From an optimization exercise on the open Yosys and OpenROAD flow, aimed at small area and a short achievable clock period; shortcuts taken in it are not production practice.
RTL that was checked went through simulation tests only; none was proved equivalent to the original.
Power and IR drop assume default switching activity.

==> inputs of trial 1 <==
==> flow/design.v <==
`timescale 1ns / 1ps
module cpu(
    input               clk,
    input               rst,
    input  [31:0]       rom_rdata,
    input  [31:0]       ram_rdata,
    output              ram_we,
    output [31:0]       ram_wdata,
    output [31:0]       rom_addr,
    output [31:0]       ram_addr,
    output [15:0]       led
);
localparam [6:0] OP_LOAD   = 7'b0000011;
localparam [6:0] OP_MATHI  = 7'b0010011;
localparam [6:0] OP_AUIPC  = 7'b0010111;
localparam [6:0] OP_STORE  = 7'b0100011;
localparam [6:0] OP_MATHR  = 7'b0110011;
localparam [6:0] OP_LUI    = 7'b0110111;
localparam [6:0] OP_BRANCH = 7'b1100011;
localparam [6:0] OP_JALR   = 7'b1100111;
localparam [6:0] OP_JAL    = 7'b1101111;
reg  [31:2] pc;
reg         stall;               
reg  [4:0]  wregs0, wregs1, wregs2;    
reg  [4:0]  jumps;               
reg  [31:0] ex_a, ex_b, ex_d;    
reg         ex_inv;              
reg         ex_s_add, ex_s_slt, ex_s_xor, ex_s_or, ex_s_and, ex_s_sh, ex_s_left;
reg  [4:0]  ex_wr;               
reg         ex_m2r, ex_mw, ex_br;
reg  [31:0] mem_alu, mem_d;
reg  [4:0]  mem_wr;
reg         mem_m2r, mem_mw, mem_br;
reg  [31:0] wb_alu;
reg  [4:0]  wb_wr;
reg         wb_m2r, wb_br;
reg  [31:0] regs [1:31];
always @(posedge clk) begin
    if (rst)
        pc <= 30'd0;
    else if (!stall)
        pc <= wb_br ? 30'd0 : pc + 30'd1;
end
assign rom_addr = {pc, 2'b00};
wire [31:0] ins   = rom_rdata;
wire [6:0]  op    = ins[6:0];
wire [4:0]  f_rd  = ins[11:7];
wire [2:0]  f3    = ins[14:12];
wire [4:0]  f_rs1 = ins[19:15];
wire [4:0]  f_rs2 = ins[24:20];
wire is_load   = op == OP_LOAD;
wire is_mathi  = op == OP_MATHI;
wire is_auipc  = op == OP_AUIPC;
wire is_store  = op == OP_STORE;
wire is_mathr  = op == OP_MATHR;
wire is_lui    = op == OP_LUI;
wire is_branch = op == OP_BRANCH;
wire is_jalr   = op == OP_JALR;
wire is_jal    = op == OP_JAL;
wire uses_rs1  = !(is_lui | is_auipc);
wire uses_rs2  = !(is_lui | is_auipc | is_jalr | is_mathi | is_load);
wire writes_rd = is_load | is_mathi | is_auipc | is_mathr | is_lui | is_jalr | is_jal;
wire is_jump   = is_jalr | is_jal | is_branch;
wire [4:0] hz_r1 = uses_rs1 ? f_rs1 : 5'd0;
wire [4:0] hz_r2 = uses_rs2 ? f_rs2 : 5'd0;
wire [4:0] nwregs0 = (!stall && writes_rd) ? f_rd : 5'd0;
function hz_match(input [4:0] w, input [4:0] r1, input [4:0] r2);
    hz_match = (w != 5'd0) && (w == r1 || w == r2);
endfunction
wire next_stall = hz_match(nwregs0, hz_r1, hz_r2) | hz_match(wregs0, hz_r1, hz_r2) |
                  hz_match(wregs1, hz_r1, hz_r2)  | hz_match(wregs2, hz_r1, hz_r2) |
                  (!stall && is_jump) | (|jumps);
always @(posedge clk) begin
    if (rst) begin
        stall  <= 1'b0;
        wregs0 <= 5'd0;
        wregs1 <= 5'd0;
        wregs2 <= 5'd0;
        jumps  <= 5'd0;
    end else begin
        stall  <= next_stall;
        wregs0 <= nwregs0;
        wregs1 <= wregs0;
        wregs2 <= wregs1;
        jumps  <= {jumps[3:0], !stall && is_jump};
    end
end
wire live = !stall && !rst;
wire a_en = live && uses_rs1 && f_rs1 != 5'd0;
wire d_en = live && uses_rs2 && f_rs2 != 5'd0;
wire [31:0] rd1 = regs[f_rs1];
wire [31:0] rd2 = regs[f_rs2];
wire sel_imm = is_load | is_mathi | is_auipc | is_store | is_lui;
wire m_slt   = is_mathr && f3[2:1] == 2'b01;
wire m_pass  = is_mathr && f3 == 3'b001 && ins[30];
wire m_sll   = is_mathr && f3 == 3'b001 && !ins[30];
wire m_srl   = is_mathr && f3 == 3'b101;
wire m_xor   = is_mathr && f3 == 3'b100;
wire m_or    = is_mathr && f3 == 3'b110;
wire m_and   = is_mathr && f3 == 3'b111;
reg [31:0] imm;
always @(*) begin
    if (is_load | is_mathi)
        imm = {{20{ins[31]}}, ins[31:20]};
    else if (is_store)
        imm = {{20{ins[31]}}, ins[31:25], ins[11:7]};
    else
        imm = {ins[31:12], 12'h000};
end
wire b_imm = live && sel_imm;
wire b_reg = d_en && !sel_imm && !m_pass;
always @(posedge clk) begin
    ex_a      <= a_en  ? rd1 : 32'd0;
    ex_d      <= d_en  ? rd2 : 32'd0;
    ex_b      <= (b_imm ? imm : 32'd0) | (b_reg ? rd2 : 32'd0);
    ex_inv    <= live && (is_branch || m_slt);
    ex_s_slt  <= live && m_slt;
    ex_s_xor  <= live && m_xor;
    ex_s_or   <= live && m_or;
    ex_s_and  <= live && m_and;
    ex_s_sh   <= live && (m_sll || m_srl);
    ex_s_left <= m_sll;
    ex_s_add  <= !(live && (m_slt || m_xor || m_or || m_and || m_sll || m_srl));
    ex_wr     <= (!rst && (stall || writes_rd)) ? f_rd : 5'd0;
    ex_m2r    <= live && is_load;
    ex_mw     <= live && is_store;
    ex_br     <= live && is_branch;
end
wire [31:0] bx = ex_b ^ {32{ex_inv}};
wire [32:0] sum = {1'b0, ex_a} + {1'b0, bx} + {32'd0, ex_inv};
function [31:0] rev32(input [31:0] x);
    integer i;
    for (i = 0; i < 32; i = i + 1) rev32[i] = x[31-i];
endfunction
wire [31:0] sh_in  = ex_s_left ? rev32(ex_a) : ex_a;
wire [31:0] sh_r   = sh_in >> ex_b[4:0];
wire [31:0] sh_out = (|ex_b[31:5]) ? 32'd0 : (ex_s_left ? rev32(sh_r) : sh_r);
wire [31:0] result = ({32{ex_s_add}} & sum[31:0])
                   | {31'd0, ex_s_slt & !sum[32]}
                   | ({32{ex_s_xor}} & (ex_a ^ ex_b))
                   | ({32{ex_s_or}}  & (ex_a | ex_b))
                   | ({32{ex_s_and}} & (ex_a & ex_b))
                   | ({32{ex_s_sh}}  & sh_out);
always @(posedge clk) begin
    if (rst) begin
        mem_alu <= 32'd0;
        mem_d   <= 32'd0;
        mem_wr  <= 5'd0;
        mem_m2r <= 1'b0;
        mem_mw  <= 1'b0;
        mem_br  <= 1'b0;
    end else begin
        mem_alu <= result;
        mem_d   <= ex_d;
        mem_wr  <= ex_wr;
        mem_m2r <= ex_m2r;
        mem_mw  <= ex_mw;
        mem_br  <= ex_br;
    end
end
assign ram_addr  = mem_alu;
assign ram_we    = mem_mw;
assign ram_wdata = mem_d;
assign led       = ram_rdata[15:0];
always @(posedge clk) begin
    wb_alu <= mem_alu;
    wb_wr  <= mem_wr;
    wb_m2r <= mem_m2r;
    wb_br  <= mem_br;
end
wire [31:0] wb_data = wb_m2r ? ram_rdata : wb_alu;
always @(posedge clk) begin
    if (wb_wr != 5'd0)
        regs[wb_wr] <= wb_data;
end
endmodule
==> flow/run.sh <==
#!/bin/bash
# synth_recipe.tcl (not shown) runs the flow's synth.tcl, then flattens the netlist and writes it again
# the make line also repeats each setting of config.mk as NAME=value (left out here)
make -C /OpenROAD-flow-scripts/flow DESIGN_CONFIG=/design/flow/config.mk WORK_HOME=/design/flow/orfs CLKGATE_MAP_FILE= SYNTH_SCRIPT=/design/flow/synth_recipe.tcl finish
==> flow/config.mk <==
export PLATFORM = sky130hd
export DESIGN_NAME = cpu
export DESIGN_NICKNAME = cpu
export VERILOG_FILES = /design/flow/design.v
export SDC_FILE = /design/flow/constraint.sdc
export NUM_CORES = 4
export LEC_CHECK = 0
export CAP_MARGIN = 20
export CORE_MARGIN = 2
export CORE_UTILIZATION = 40
export SLEW_MARGIN = 20
==> flow/constraint.sdc <==
create_clock -name core_clock -period 5.0 [get_ports {clk}]
set_input_delay 1.0000 -clock core_clock [delete_from_list [all_inputs] [get_ports {clk}]]
set_output_delay 1.0000 -clock core_clock [all_outputs]
set_load 0.01 [all_outputs]
==> build 29: changes against trial 1 <==
==> flow/design.v, changed modules only <==
module cpu(
    input               clk,
    input               rst,
    input  [31:0]       rom_rdata,
    input  [31:0]       ram_rdata,
    output              ram_we,
    output [31:0]       ram_wdata,
    output [31:0]       rom_addr,
    output [31:0]       ram_addr,
    output [15:0]       led
);
localparam [6:0] OP_LOAD   = 7'b0000011;
localparam [6:0] OP_MATHI  = 7'b0010011;
localparam [6:0] OP_AUIPC  = 7'b0010111;
localparam [6:0] OP_STORE  = 7'b0100011;
localparam [6:0] OP_MATHR  = 7'b0110011;
localparam [6:0] OP_LUI    = 7'b0110111;
localparam [6:0] OP_BRANCH = 7'b1100011;
localparam [6:0] OP_JALR   = 7'b1100111;
localparam [6:0] OP_JAL    = 7'b1101111;
reg  [31:2] pc;
reg         stall;               
reg         hk0, hk1, hk2;       
reg  [4:0]  jumps;               
reg  [31:0] ex_a, ex_b, ex_d;    
reg         ex_inv;              
reg         ex_s_add, ex_s_slt, ex_s_xor, ex_s_or, ex_s_and, ex_s_sh, ex_s_left;
reg  [4:0]  ex_wr;               
reg         ex_m2r, ex_mw, ex_br;
reg  [31:0] mem_alu, mem_d;
reg  [4:0]  mem_wr;
reg         mem_m2r, mem_mw, mem_br;
reg  [31:0] wb_alu;
reg  [4:0]  wb_wr;
reg  [3:0]  wb_wr_hi;            
reg  [7:0]  wb_wr_lo;            
integer     kw, kr;
reg         wb_m2r, wb_br;
reg  [31:0] regs [1:31];
always @(posedge clk) begin
    if (rst)
        pc <= 30'd0;
    else if (!stall)
        pc <= wb_br ? 30'd0 : pc + 30'd1;
end
assign rom_addr = {pc, 2'b00};
wire [31:0] ins   = rom_rdata;
wire [6:0]  op    = ins[6:0];
wire [4:0]  f_rd  = ins[11:7];
wire [2:0]  f3    = ins[14:12];
wire [4:0]  f_rs1 = ins[19:15];
wire [4:0]  f_rs2 = ins[24:20];
wire is_load   = op == OP_LOAD;
wire is_mathi  = op == OP_MATHI;
wire is_auipc  = op == OP_AUIPC;
wire is_store  = op == OP_STORE;
wire is_mathr  = op == OP_MATHR;
wire is_lui    = op == OP_LUI;
wire is_branch = op == OP_BRANCH;
wire is_jalr   = op == OP_JALR;
wire is_jal    = op == OP_JAL;
wire uses_rs1  = !(is_lui | is_auipc);
wire uses_rs2  = !(is_lui | is_auipc | is_jalr | is_mathi | is_load);
wire writes_rd = is_load | is_mathi | is_auipc | is_mathr | is_lui | is_jalr | is_jal;
wire is_jump   = is_jalr | is_jal | is_branch;
wire [4:0] hz_r1 = uses_rs1 ? f_rs1 : 5'd0;
wire [4:0] hz_r2 = uses_rs2 ? f_rs2 : 5'd0;
wire [4:0] nwregs0 = (!stall && writes_rd) ? f_rd : 5'd0;
wire [4:0] wregs0 = hk0 ? 5'd0 : ex_wr;
wire [4:0] wregs1 = hk1 ? 5'd0 : mem_wr;
wire [4:0] wregs2 = hk2 ? 5'd0 : wb_wr;
function hz_match(input [4:0] w, input [4:0] r1, input [4:0] r2);
    hz_match = (w != 5'd0) && (w == r1 || w == r2);
endfunction
wire next_stall = hz_match(nwregs0, hz_r1, hz_r2) | hz_match(wregs0, hz_r1, hz_r2) |
                  hz_match(wregs1, hz_r1, hz_r2)  | hz_match(wregs2, hz_r1, hz_r2) |
                  (!stall && is_jump) | (|jumps);
always @(posedge clk) begin
    if (rst) begin
        stall  <= 1'b0;
        hk0    <= 1'b0;
        hk1    <= 1'b0;
        hk2    <= 1'b1;
        jumps  <= 5'd0;
    end else begin
        stall  <= next_stall;
        hk0    <= stall;
        hk1    <= hk0;
        hk2    <= hk1;
        jumps  <= {jumps[3:0], !stall && is_jump};
    end
end
wire live = !stall && !rst;
wire a_en = live && uses_rs1 && f_rs1 != 5'd0;
wire d_en = live && uses_rs2 && f_rs2 != 5'd0;
reg [31:0] rd1, rd2;
integer k;
always @(*) begin
    rd1 = 32'd0;
    rd2 = 32'd0;
    for (k = 1; k < 32; k = k + 1) begin
        rd1 = rd1 | ({32{f_rs1 == k}} & regs[k]);
        rd2 = rd2 | ({32{f_rs2 == k}} & regs[k]);
    end
end
wire sel_imm = is_load | is_mathi | is_auipc | is_store | is_lui;
wire m_slt   = is_mathr && f3[2:1] == 2'b01;
wire m_pass  = is_mathr && f3 == 3'b001 && ins[30];
wire m_sll   = is_mathr && f3 == 3'b001 && !ins[30];
wire m_srl   = is_mathr && f3 == 3'b101;
wire m_xor   = is_mathr && f3 == 3'b100;
wire m_or    = is_mathr && f3 == 3'b110;
wire m_and   = is_mathr && f3 == 3'b111;
wire        fmt_u = op[2];
wire        fmt_s = op[5];
wire [31:0] imm = {ins[31],
                   fmt_u ? ins[30:12] : {19{ins[31]}},
                   fmt_u ? 7'd0 : ins[31:25],
                   fmt_u ? 5'd0 : (fmt_s ? ins[11:7] : ins[24:20])};
wire b_imm = live && sel_imm;
wire b_reg = d_en && !sel_imm && !m_pass;
wire b_inv = live && (is_branch || m_slt);
always @(posedge clk) begin
    ex_a      <= a_en  ? rd1 : 32'd0;
    ex_d      <= d_en  ? rd2 : 32'd0;
    ex_b      <= b_imm ? imm : ((b_reg ? rd2 : 32'd0) ^ {32{b_inv}});
    ex_inv    <= b_inv;
    ex_s_slt  <= live && m_slt;
    ex_s_xor  <= live && m_xor;
    ex_s_or   <= live && m_or;
    ex_s_and  <= live && m_and;
    ex_s_sh   <= live && (m_sll || m_srl);
    ex_s_left <= m_sll;
    ex_s_add  <= !(live && (m_slt || m_xor || m_or || m_and || m_sll || m_srl));
    ex_wr     <= (!rst && (stall || writes_rd)) ? f_rd : 5'd0;
    ex_m2r    <= live && is_load;
    ex_mw     <= live && is_store;
    ex_br     <= live && is_branch;
end
wire [31:0] pg_p = ex_a ^ ex_b;
wire [31:0] pg_g = ex_a & ex_b;
wire [31:0] kg [0:5];
wire [31:0] kp [0:5];
assign kg[0] = pg_g;
assign kp[0] = pg_p;
genvar gl, gi;
generate
    for (gl = 0; gl < 5; gl = gl + 1) begin : ks_level
        for (gi = 0; gi < 32; gi = gi + 1) begin : ks_bit
            if (gi >= (1 << gl)) begin : ks_merge
                assign kg[gl+1][gi] = kg[gl][gi] | (kp[gl][gi] & kg[gl][gi - (1 << gl)]);
                assign kp[gl+1][gi] = kp[gl][gi] & kp[gl][gi - (1 << gl)];
            end else begin : ks_pass
                assign kg[gl+1][gi] = kg[gl][gi];
                assign kp[gl+1][gi] = kp[gl][gi];
            end
        end
    end
endgenerate
wire [31:0] carry = kg[5] | (kp[5] & {32{ex_inv}});
wire [31:0] sum_lo = pg_p ^ {carry[30:0], ex_inv};
wire        cout = carry[31];
function [31:0] rev32(input [31:0] x);
    integer i;
    for (i = 0; i < 32; i = i + 1) rev32[i] = x[31-i];
endfunction
wire [31:0] sh_in  = ex_s_left ? rev32(ex_a) : ex_a;
wire [31:0] sh_r   = sh_in >> ex_b[4:0];
wire [31:0] sh_out = (|ex_b[31:5]) ? 32'd0 : (ex_s_left ? rev32(sh_r) : sh_r);
wire g_add = ex_s_add & !rst;
wire g_slt = ex_s_slt & !rst;
wire g_xor = ex_s_xor & !rst;
wire g_or  = ex_s_or  & !rst;
wire g_and = ex_s_and & !rst;
wire g_sh  = ex_s_sh  & !rst;
wire [31:0] result = ({32{g_add}} & sum_lo)
                   | {31'd0, g_slt & !cout}
                   | ({32{g_xor}} & pg_p)
                   | ({32{g_or}}  & (pg_p | pg_g))
                   | ({32{g_and}} & pg_g)
                   | ({32{g_sh}}  & sh_out);
always @(posedge clk) begin
    mem_alu <= result;
    if (rst) begin
        mem_d   <= 32'd0;
        mem_wr  <= 5'd0;
        mem_m2r <= 1'b0;
        mem_mw  <= 1'b0;
        mem_br  <= 1'b0;
    end else begin
        mem_d   <= ex_d;
        mem_wr  <= ex_wr;
        mem_m2r <= ex_m2r;
        mem_mw  <= ex_mw;
        mem_br  <= ex_br;
    end
end
assign ram_addr  = mem_alu;
assign ram_we    = mem_mw;
assign ram_wdata = mem_d;
assign led       = ram_rdata[15:0];
always @(posedge clk) begin
    wb_alu <= mem_alu;
    wb_wr  <= mem_wr;
    for (kw = 0; kw < 4; kw = kw + 1) wb_wr_hi[kw] <= mem_wr[4:3] == kw;
    for (kw = 0; kw < 8; kw = kw + 1) wb_wr_lo[kw] <= mem_wr[2:0] == kw;
    wb_m2r <= mem_m2r;
    wb_br  <= mem_br;
end
wire [31:0] wb_data = wb_m2r ? ram_rdata : wb_alu;
always @(posedge clk) begin
    for (kr = 1; kr < 32; kr = kr + 1)
        if (wb_wr_hi[kr >> 3] && wb_wr_lo[kr & 7])
            regs[kr] <= wb_data;
end
endmodule
==> flow/flow/run.sh (new file) <==
#!/bin/bash
# Layout flow: the standard ORFS flow (standard synthesis unchanged), with
# plain buffers on the ports, footprint-free resizing and a leaner clock tree.
set -euo pipefail
bash standard.sh \
  "BUFFER_PORTS_ARGS=-buffer_cell sky130_fd_sc_hd__buf_2" \
  "MATCH_CELL_FOOTPRINT=0" \
  "CTS_ARGS=-sink_clustering_enable -repair_clock_nets -dont_use_dummy_load -sink_clustering_size 24 -sink_clustering_max_diameter 80 -buf_list {sky130_fd_sc_hd__clkbuf_8 sky130_fd_sc_hd__clkbuf_16}" \
  finish > standard.log 2>&1
==> flow/standard.sh (new file) <==
#!/bin/bash
# synth_recipe.tcl (not shown) runs the flow's synth.tcl, then flattens the netlist and writes it again
# the make line also repeats each setting of config.mk as NAME=value (left out here)
make -C /OpenROAD-flow-scripts/flow DESIGN_CONFIG=/design/flow/config.mk WORK_HOME=/design/flow/orfs CLKGATE_MAP_FILE= SYNTH_SCRIPT=/design/flow/synth_recipe.tcl "${@:-finish}"
ABC_AREA = 1   (was default)
CAP_MARGIN = 10   (was 20)
SETUP_SLACK_MARGIN = 2.75   (was default)
SLEW_MARGIN = 10   (was 20)
removed: flow/run.sh
==> trial 78: changes against trial 1 <==
==> flow/design.v, changed modules only <==
module cpu(
    input               clk,
    input               rst,
    input  [31:0]       rom_rdata,
    input  [31:0]       ram_rdata,
    output              ram_we,
    output [31:0]       ram_wdata,
    output [31:0]       rom_addr,
    output [31:0]       ram_addr,
    output [15:0]       led
);
localparam [6:0] OP_LOAD   = 7'b0000011;
localparam [6:0] OP_MATHI  = 7'b0010011;
localparam [6:0] OP_AUIPC  = 7'b0010111;
localparam [6:0] OP_STORE  = 7'b0100011;
localparam [6:0] OP_MATHR  = 7'b0110011;
localparam [6:0] OP_LUI    = 7'b0110111;
localparam [6:0] OP_BRANCH = 7'b1100011;
localparam [6:0] OP_JALR   = 7'b1100111;
localparam [6:0] OP_JAL    = 7'b1101111;
reg  [31:2] pc;
reg         stall;               
reg         hk0, hk1, hk2;       
reg  [4:0]  jumps;               
reg  [31:0] ex_a, ex_b, ex_d;    
reg         ex_inv;              
reg         ex_s_add, ex_s_slt, ex_s_xor, ex_s_or, ex_s_and, ex_s_sh, ex_s_left;
reg  [4:0]  ex_wr;               
reg         ex_m2r, ex_mw, ex_br;
reg  [31:0] mem_alu, mem_d;
reg  [4:0]  mem_wr;
reg         mem_m2r, mem_mw, mem_br;
reg  [31:0] wb_alu;
reg  [4:0]  wb_wr;
reg  [3:0]  wb_wr_hi;            
reg  [7:0]  wb_wr_lo;            
integer     kw, kr;
reg         wb_m2r, wb_br;
reg  [31:0] regs [1:31];
always @(posedge clk) begin
    if (rst)
        pc <= 30'd0;
    else if (!stall)
        pc <= wb_br ? 30'd0 : pc + 30'd1;
end
assign rom_addr = {pc, 2'b00};
wire [31:0] ins   = rom_rdata;
wire [6:0]  op    = ins[6:0];
wire [4:0]  f_rd  = ins[11:7];
wire [2:0]  f3    = ins[14:12];
wire [4:0]  f_rs1 = ins[19:15];
wire [4:0]  f_rs2 = ins[24:20];
wire is_load   = op == OP_LOAD;
wire is_mathi  = op == OP_MATHI;
wire is_auipc  = op == OP_AUIPC;
wire is_store  = op == OP_STORE;
wire is_mathr  = op == OP_MATHR;
wire is_lui    = op == OP_LUI;
wire is_branch = op == OP_BRANCH;
wire is_jalr   = op == OP_JALR;
wire is_jal    = op == OP_JAL;
wire uses_rs1  = !(is_lui | is_auipc);
wire uses_rs2  = !(is_lui | is_auipc | is_jalr | is_mathi | is_load);
wire writes_rd = is_load | is_mathi | is_auipc | is_mathr | is_lui | is_jalr | is_jal;
wire is_jump   = is_jalr | is_jal | is_branch;
wire [4:0] hz_r1 = uses_rs1 ? f_rs1 : 5'd0;
wire [4:0] hz_r2 = uses_rs2 ? f_rs2 : 5'd0;
wire [4:0] nwregs0 = (!stall && writes_rd) ? f_rd : 5'd0;
wire [4:0] wregs0 = hk0 ? 5'd0 : ex_wr;
wire [4:0] wregs1 = hk1 ? 5'd0 : mem_wr;
wire [4:0] wregs2 = hk2 ? 5'd0 : wb_wr;
function hz_match(input [4:0] w, input [4:0] r1, input [4:0] r2);
    hz_match = (w != 5'd0) && (w == r1 || w == r2);
endfunction
wire next_stall = hz_match(nwregs0, hz_r1, hz_r2) | hz_match(wregs0, hz_r1, hz_r2) |
                  hz_match(wregs1, hz_r1, hz_r2)  | hz_match(wregs2, hz_r1, hz_r2) |
                  (!stall && is_jump) | (|jumps);
always @(posedge clk) begin
    if (rst) begin
        stall  <= 1'b0;
        hk0    <= 1'b0;
        hk1    <= 1'b0;
        hk2    <= 1'b1;
        jumps  <= 5'd0;
    end else begin
        stall  <= next_stall;
        hk0    <= stall;
        hk1    <= hk0;
        hk2    <= hk1;
        jumps  <= {jumps[3:0], !stall && is_jump};
    end
end
wire live = !stall && !rst;
wire a_en = live && uses_rs1 && f_rs1 != 5'd0;
wire d_en = live && uses_rs2 && f_rs2 != 5'd0;
reg [31:0] rd1, rd2;
integer k;
always @(*) begin
    rd1 = 32'd0;
    rd2 = 32'd0;
    for (k = 1; k < 32; k = k + 1) begin
        rd1 = rd1 | ({32{f_rs1 == k}} & regs[k]);
        rd2 = rd2 | ({32{f_rs2 == k}} & regs[k]);
    end
end
wire sel_imm = is_load | is_mathi | is_auipc | is_store | is_lui;
wire m_slt   = is_mathr && f3[2:1] == 2'b01;
wire m_pass  = is_mathr && f3 == 3'b001 && ins[30];
wire m_sll   = is_mathr && f3 == 3'b001 && !ins[30];
wire m_srl   = is_mathr && f3 == 3'b101;
wire m_xor   = is_mathr && f3 == 3'b100;
wire m_or    = is_mathr && f3 == 3'b110;
wire m_and   = is_mathr && f3 == 3'b111;
wire        fmt_u = op[2];
wire        fmt_s = op[5];
wire [31:0] imm = {ins[31],
                   fmt_u ? ins[30:12] : {19{ins[31]}},
                   fmt_u ? 7'd0 : ins[31:25],
                   fmt_u ? 5'd0 : (fmt_s ? ins[11:7] : ins[24:20])};
wire b_imm = live && sel_imm;
wire b_reg = d_en && !sel_imm && !m_pass;
wire b_inv = live && (is_branch || m_slt);
always @(posedge clk) begin
    ex_a      <= a_en  ? rd1 : 32'd0;
    ex_d      <= d_en  ? rd2 : 32'd0;
    ex_b      <= b_imm ? imm : ((b_reg ? rd2 : 32'd0) ^ {32{b_inv}});
    ex_inv    <= b_inv;
    ex_s_slt  <= live && m_slt;
    ex_s_xor  <= live && m_xor;
    ex_s_or   <= live && m_or;
    ex_s_and  <= live && m_and;
    ex_s_sh   <= live && (m_sll || m_srl);
    ex_s_left <= m_sll;
    ex_s_add  <= !(live && (m_slt || m_xor || m_or || m_and || m_sll || m_srl));
    ex_wr     <= (!rst && (stall || writes_rd)) ? f_rd : 5'd0;
    ex_m2r    <= live && is_load;
    ex_mw     <= live && is_store;
    ex_br     <= live && is_branch;
end
wire [31:0] pg_p = ex_a ^ ex_b;
wire [31:0] pg_g = ex_a & ex_b;
wire [31:0] kg [0:5];
wire [31:0] kp [0:5];
assign kg[0] = pg_g;
assign kp[0] = pg_p;
genvar gl, gi;
generate
    for (gl = 0; gl < 5; gl = gl + 1) begin : ks_level
        for (gi = 0; gi < 32; gi = gi + 1) begin : ks_bit
            if (gi >= (1 << gl)) begin : ks_merge
                assign kg[gl+1][gi] = kg[gl][gi] | (kp[gl][gi] & kg[gl][gi - (1 << gl)]);
                assign kp[gl+1][gi] = kp[gl][gi] & kp[gl][gi - (1 << gl)];
            end else begin : ks_pass
                assign kg[gl+1][gi] = kg[gl][gi];
                assign kp[gl+1][gi] = kp[gl][gi];
            end
        end
    end
endgenerate
wire [31:0] carry = kg[5] | (kp[5] & {32{ex_inv}});
wire [31:0] sum_lo = pg_p ^ {carry[30:0], ex_inv};
wire        cout = carry[31];
function [31:0] rev32(input [31:0] x);
    integer i;
    for (i = 0; i < 32; i = i + 1) rev32[i] = x[31-i];
endfunction
wire [31:0] sh_in  = ex_s_left ? rev32(ex_a) : ex_a;
wire [31:0] sh_r   = sh_in >> ex_b[4:0];
wire [31:0] sh_out = (|ex_b[31:5]) ? 32'd0 : (ex_s_left ? rev32(sh_r) : sh_r);
wire g_add = ex_s_add & !rst;
wire g_slt = ex_s_slt & !rst;
wire g_xor = ex_s_xor & !rst;
wire g_or  = ex_s_or  & !rst;
wire g_and = ex_s_and & !rst;
wire g_sh  = ex_s_sh  & !rst;
wire [31:0] result = ({32{g_add}} & sum_lo)
                   | {31'd0, g_slt & !cout}
                   | ({32{g_xor}} & pg_p)
                   | ({32{g_or}}  & (pg_p | pg_g))
                   | ({32{g_and}} & pg_g)
                   | ({32{g_sh}}  & sh_out);
always @(posedge clk) begin
    mem_alu <= result;
    if (rst) begin
        mem_d   <= 32'd0;
        mem_wr  <= 5'd0;
        mem_m2r <= 1'b0;
        mem_mw  <= 1'b0;
        mem_br  <= 1'b0;
    end else begin
        mem_d   <= ex_d;
        mem_wr  <= ex_wr;
        mem_m2r <= ex_m2r;
        mem_mw  <= ex_mw;
        mem_br  <= ex_br;
    end
end
assign ram_addr  = mem_alu;
assign ram_we    = mem_mw;
assign ram_wdata = mem_d;
assign led       = ram_rdata[15:0];
always @(posedge clk) begin
    wb_alu <= mem_alu;
    wb_wr  <= mem_wr;
    for (kw = 0; kw < 4; kw = kw + 1) wb_wr_hi[kw] <= mem_wr[4:3] == kw;
    for (kw = 0; kw < 8; kw = kw + 1) wb_wr_lo[kw] <= mem_wr[2:0] == kw;
    wb_m2r <= mem_m2r;
    wb_br  <= mem_br;
end
wire [31:0] wb_data = wb_m2r ? ram_rdata : wb_alu;
always @(posedge clk) begin
    for (kr = 1; kr < 32; kr = kr + 1)
        if (wb_wr_hi[kr >> 3] && wb_wr_lo[kr & 7])
            regs[kr] <= wb_data;
end
endmodule
==> flow/flow/run.sh (new file) <==
#!/bin/bash
# Layout flow: the standard ORFS flow (standard synthesis unchanged), with
# plain buffers on the ports, footprint-free resizing and a leaner clock tree.
set -euo pipefail
bash standard.sh \
  "BUFFER_PORTS_ARGS=-buffer_cell sky130_fd_sc_hd__buf_2" \
  "MATCH_CELL_FOOTPRINT=0" \
  "CTS_ARGS=-sink_clustering_enable -repair_clock_nets -dont_use_dummy_load -sink_clustering_size 24 -sink_clustering_max_diameter 80 -buf_list {sky130_fd_sc_hd__clkbuf_8 sky130_fd_sc_hd__clkbuf_16}" \
  finish > standard.log 2>&1
==> flow/standard.sh (new file) <==
#!/bin/bash
# synth_recipe.tcl (not shown) runs the flow's synth.tcl, then flattens the netlist and writes it again
# the make line also repeats each setting of config.mk as NAME=value (left out here)
make -C /OpenROAD-flow-scripts/flow DESIGN_CONFIG=/design/flow/config.mk WORK_HOME=/design/flow/orfs CLKGATE_MAP_FILE= SYNTH_SCRIPT=/design/flow/synth_recipe.tcl "${@:-finish}"
ABC_AREA = 1   (was default)
CAP_MARGIN = 10   (was 20)
CORE_UTILIZATION = 45   (was 40)
SETUP_SLACK_MARGIN = 2.6   (was default)
SLEW_MARGIN = 10   (was 20)
removed: flow/run.sh
==> notes.md <==
| quantity | trial 1 | build 29 | trial 78 |
|---|---|---|---|
| Post-route cell area | 70,300 um2 | 75,300 um2 | 70,800 um2 |
| Power drawn by the clock network | 10,300 uW | 6600 uW | 6240 uW |
| Relative slew slack | 30.2% | -2.96% | 17.1% |
| Via density per instance | 6.19 | 6.74 | 6.91 |
| Global-route wire length before repair | 281,000 um | 463,000 um | 443,000 um |
| Most common library cell in the layout ignoring fill and taps | sky130_fd_sc_hd__edfxtp_1 | sky130_fd_sc_hd__nand2_1 | sky130_fd_sc_hd__nand2_1 |
| Die span in y | 394 um | 390 um | 368 um |
| Sequential standard cell area | 35,300 um2 | 35,500 um2 | 35,400 um2 |
| Routability congestion estimate from global placement | 0.916 | 1.07 | 1.08 |
| Final Core Density | 46.4% | 50.9% | 53.8% |
| Result of the run | finished clean | complete, but fails checks | finished clean |
| Reasons for failing layout checks | - | max-capacitance violations, max-slew violations | - |
| Crit path largest cell delay | 0.67 ns | 0.45 ns | 0.50 ns |
| Site row count | 143 | 141 | 133 |
| Fin. max-slew vios | 0 | 3 | 0 |
| Comb power frac | 11.8% | 15.8% | 14.8% |
| Dominant cell by count in the synthesized netlist | sky130_fd_sc_hd__edfxtp_1 | sky130_fd_sc_hd__nand2_1 | sky130_fd_sc_hd__nand2_1 |
| Area taken by multi-input logic gates | 24,300 um2 | 23,100 um2 | 21,900 um2 |
| Number of clock buffer instances in the layout | 175 | 82 | 75 |
| DRT met1 WL | 80,800 um | 122,000 um | 115,000 um |
| Maximum fanout encountered on the critical timing path | 18 | 5 | 7 |
| Part of the Yosys area used for sequential elements | 57.9% | 59.1% | 59.1% |
| Worst path arrival time | 4.46 ns | 3.06 ns | 3.23 ns |
| Crit Reg-Reg Endpoint | mem_alu[31] | mem_alu[20] | mem_alu[29] |
Only the layout flow was run in trial 1; the RTL was not checked for function there.

port drivers added, routing unchanged:
How much do the figures lean on ideal ports? The routed layouts below were timed once more, with nothing changed but the port constraints. Step 1 (the two cells are an assumption about what drives the block):
set clk [get_ports {clk}]
set_driving_cell -lib_cell sky130_fd_sc_hd__clkbuf_16 $clk
set_driving_cell -lib_cell sky130_fd_sc_hd__buf_2 [delete_from_list [all_inputs] $clk]
Step 2, shift: input delay + t, output delay - t, t = (earliest + latest rising clock arrival at the registers) / 2. This alone moves slack from input paths to output paths. Slacks: ideal / step 1 / step 2; pairs: ideal / step 1.
run	shift t [ns]	slack for setup (ns)	hold slack, ns	worst register clock-pin slew, ns
trial 1	0.833	1.148 / 1.148 / 1.108	0.324 / 0.324 / 0.324	0.08 / 0.08
build 29	0.816	2.533 / 2.431 / 1.615	0.307 / 0.307 / 0.307	0.11 / 0.11
trial 78	0.790	2.340 / 2.340 / 1.612	0.322 / 0.322 / 0.322	0.11 / 0.11
The setup slack of build 29, which loses most, moves by -0.102 ns with the drivers and by -0.918 ns with both steps.
